From an optimization exercise on the open Yosys and OpenROAD flow, aimed at small area; shortcuts taken in it are not production practice.
The RTL was checked by simulation tests, not by an equivalence proof against the original design.

==> flow/design.v (excerpt) <==
module bVITERBI_213 (Dx,            
                     oe,            
                     sync_error,    
                     Rx,            
                     seq_ready,     
                     clock,
                     reset);
For scale: about 720 cells after synthesis, roughly 180 flip-flops, roughly 8 I/O pins.
==> module bCONTROL_213, before the edit <==
module bCONTROL_213 (Dx, oe, Rx, seq_ready, reset, clock);
   output Dx;
   output oe;
   input [1:0] Rx;
   input       seq_ready;
   input       reset;
   input       clock;
   localparam [2:0] IDLE = 3'd0, LOAD = 3'd1, ADD = 3'd2, WRITE = 3'd3,
                    TRACE = 3'd4;
   reg [2:0]  state;
   reg [3:0]  cnt;             
   reg [4:0]  symbol_count;
   reg        oe;
   reg [2:0]  tb_reg;
   reg [3:0]  XA, XB, YA, YB, O1, O2, O3, O4;    
   reg [15:0] P [0:7];         
   wire [15:0] m_new;
   wire [3:0]  dec;
   wire [2:0]  min_state;
   reg  [1:0]  Rx_q;           
   wire        stage = (state == ADD);      
   wire        half  = (state == WRITE);    
   bACSU_213 ACSU (.m_out(m_new), .d_out(dec), .up({XB, XA}), .lo({YB, YA}),
                   .Rx(half ? ~Rx_q : Rx));
   bTBDECISION_213 TB (.best_state(min_state),
                       .m({O4, O3, YB, YA, O2, O1, XB, XA}));
   assign Dx = oe & tb_reg[0];
   always @(posedge clock)
      Rx_q <= Rx;
   always @(posedge clock)
     if (state == IDLE) begin
        XA <= 4'd0;  XB <= 4'd15; O1 <= 4'd15; O2 <= 4'd15;
        YA <= 4'd15; YB <= 4'd15; O3 <= 4'd15; O4 <= 4'd15;
     end else if (stage || half) begin
        XA <= O1;
        XB <= O2;
        YA <= stage ? O3 : m_new[3:0];
        YB <= stage ? O4 : m_new[7:4];
        O1 <= stage ? m_new[3:0] : O3;
        O2 <= stage ? m_new[7:4] : O4;
        O3 <= m_new[11:8];
        O4 <= m_new[15:12];
     end
   integer i;
   always @(posedge clock) begin
      for (i = 0; i < 4; i = i + 1)
        P[i] <= {stage ? dec[i] : P[i][0], P[i][15:1]};
      for (i = 0; i < 4; i = i + 1)
        P[i+4] <= {P[i+4][0], half ? dec[i] : P[i+4][15], P[i+4][14:1]};
   end
   wire [15:0] row = P[tb_reg];
   reg         tbit;
   always @(*)
     case (cnt[1:0])
       2'd0: tbit = row[1];
       2'd1: tbit = row[13];
       2'd2: tbit = row[9];
       default: tbit = row[5];
     endcase
   always @(posedge clock)
     if (stage)
       tb_reg <= min_state;
     else if (state == TRACE && cnt >= 2 && cnt <= 14)
       tb_reg <= {tbit, tb_reg[2:1]};
   always @(posedge clock or posedge reset)
     if (reset) begin
        state        <= IDLE;
        cnt          <= 0;
        symbol_count <= 0;
        oe           <= 0;
     end else begin
        oe <= 0;
        case (state)
          IDLE:  if (seq_ready) state <= LOAD;
          LOAD:  state <= ADD;
          ADD:   state <= WRITE;
          WRITE: if (symbol_count != 0 || cnt == 15-1) begin
                    cnt   <= 0;
                    state <= TRACE;
                 end else begin
                    cnt   <= cnt + 1'b1;
                    state <= LOAD;
                 end
          TRACE: begin
                    cnt <= cnt + 1'b1;
                    if (cnt == 4'd15) begin
                       if (symbol_count <= 15 + 3) begin
                          oe <= 1;
                          symbol_count <= symbol_count + 1'b1;
                          state <= LOAD;
                       end else if (symbol_count < 20 + 3) begin
                          oe <= 1;
                          symbol_count <= symbol_count + 1'b1;
                       end else
                          state <= IDLE;
                    end
                 end
          default: state <= IDLE;
        endcase
     end
endmodule
make LEC_CHECK=0 ABC_AREA=1 CAP_MARGIN=20 CORE_MARGIN=2 CORE_UTILIZATION=50 CTS_BUF_LIST=sky130_fd_sc_hd__clkbuf_8 SLEW_MARGIN=20 finish   # period 12.0 ns
run.sh (not shown) runs the stock make flow with config.mk's settings and CLKGATE_MAP_FILE= SYNTH_SCRIPT=/design/flow/synth_recipe.tcl, a recipe that flattens the netlist after the stock synthesis.
The baseline finished clean.
Rerun with:
--- a/flow/design.v
+++ b/flow/design.v
@@ -125,14 +125,14 @@
                    .Rx(half ? ~Rx_q : Rx));
    bTBDECISION_213 TB (.best_state(min_state),
                        .m({O4, O3, YB, YA, O2, O1, XB, XA}));
    assign Dx = oe & tb_reg[0];
    always @(posedge clock)
       Rx_q <= Rx;
-   always @(posedge clock)
-     if (state == IDLE) begin
+   always @(posedge clock or posedge reset)
+     if (reset) begin
         XA <= 4'd0;  XB <= 4'd15; O1 <= 4'd15; O2 <= 4'd15;
         YA <= 4'd15; YB <= 4'd15; O3 <= 4'd15; O4 <= 4'd15;
      end else if (stage || half) begin
         XA <= O1;
         XB <= O2;
         YA <= stage ? O3 : m_new[3:0];
What happened:
- The changed run went through all stages and came out clean
- worst hold slack gains 6.5 ps
- routed wire length went up by about 2.2%
- global-route usage grows by 1.0 points
- cell area is higher by about 2.3%
- sequential cell count does not change

==> separate check: timing with driven ports <==
The flow's constraints put no driver on any port. The routed layouts listed below were extracted and timed again, unchanged, in two steps.
Step 1 (the two cells are an assumption about what drives the block):
set clk [get_ports {clock}]
set_driving_cell -lib_cell sky130_fd_sc_hd__clkbuf_16 $clk
set_driving_cell -lib_cell sky130_fd_sc_hd__buf_2 [delete_from_list [all_inputs] $clk]
Step 2 moves the port delays by t, midway between the first and last clock arrival at a register: inputs arrive t later, outputs are due t later. That takes back most of the time a late clock gives input paths.
Three values: ideal, step 1, step 2; two values: the first two.
run	t, ns	slack for setup (ns)	worst data-port slew with drivers (ns)
the first run	0.484	6.384 / 6.402 / 5.917	0.03
the second run	0.497	6.089 / 6.089 / 5.632	0.03
After both steps setup and hold are still met in every run listed. For the first run, which loses most, drivers alone change the setup slack by +0.018 ns; drivers and shift together by -0.467 ns.
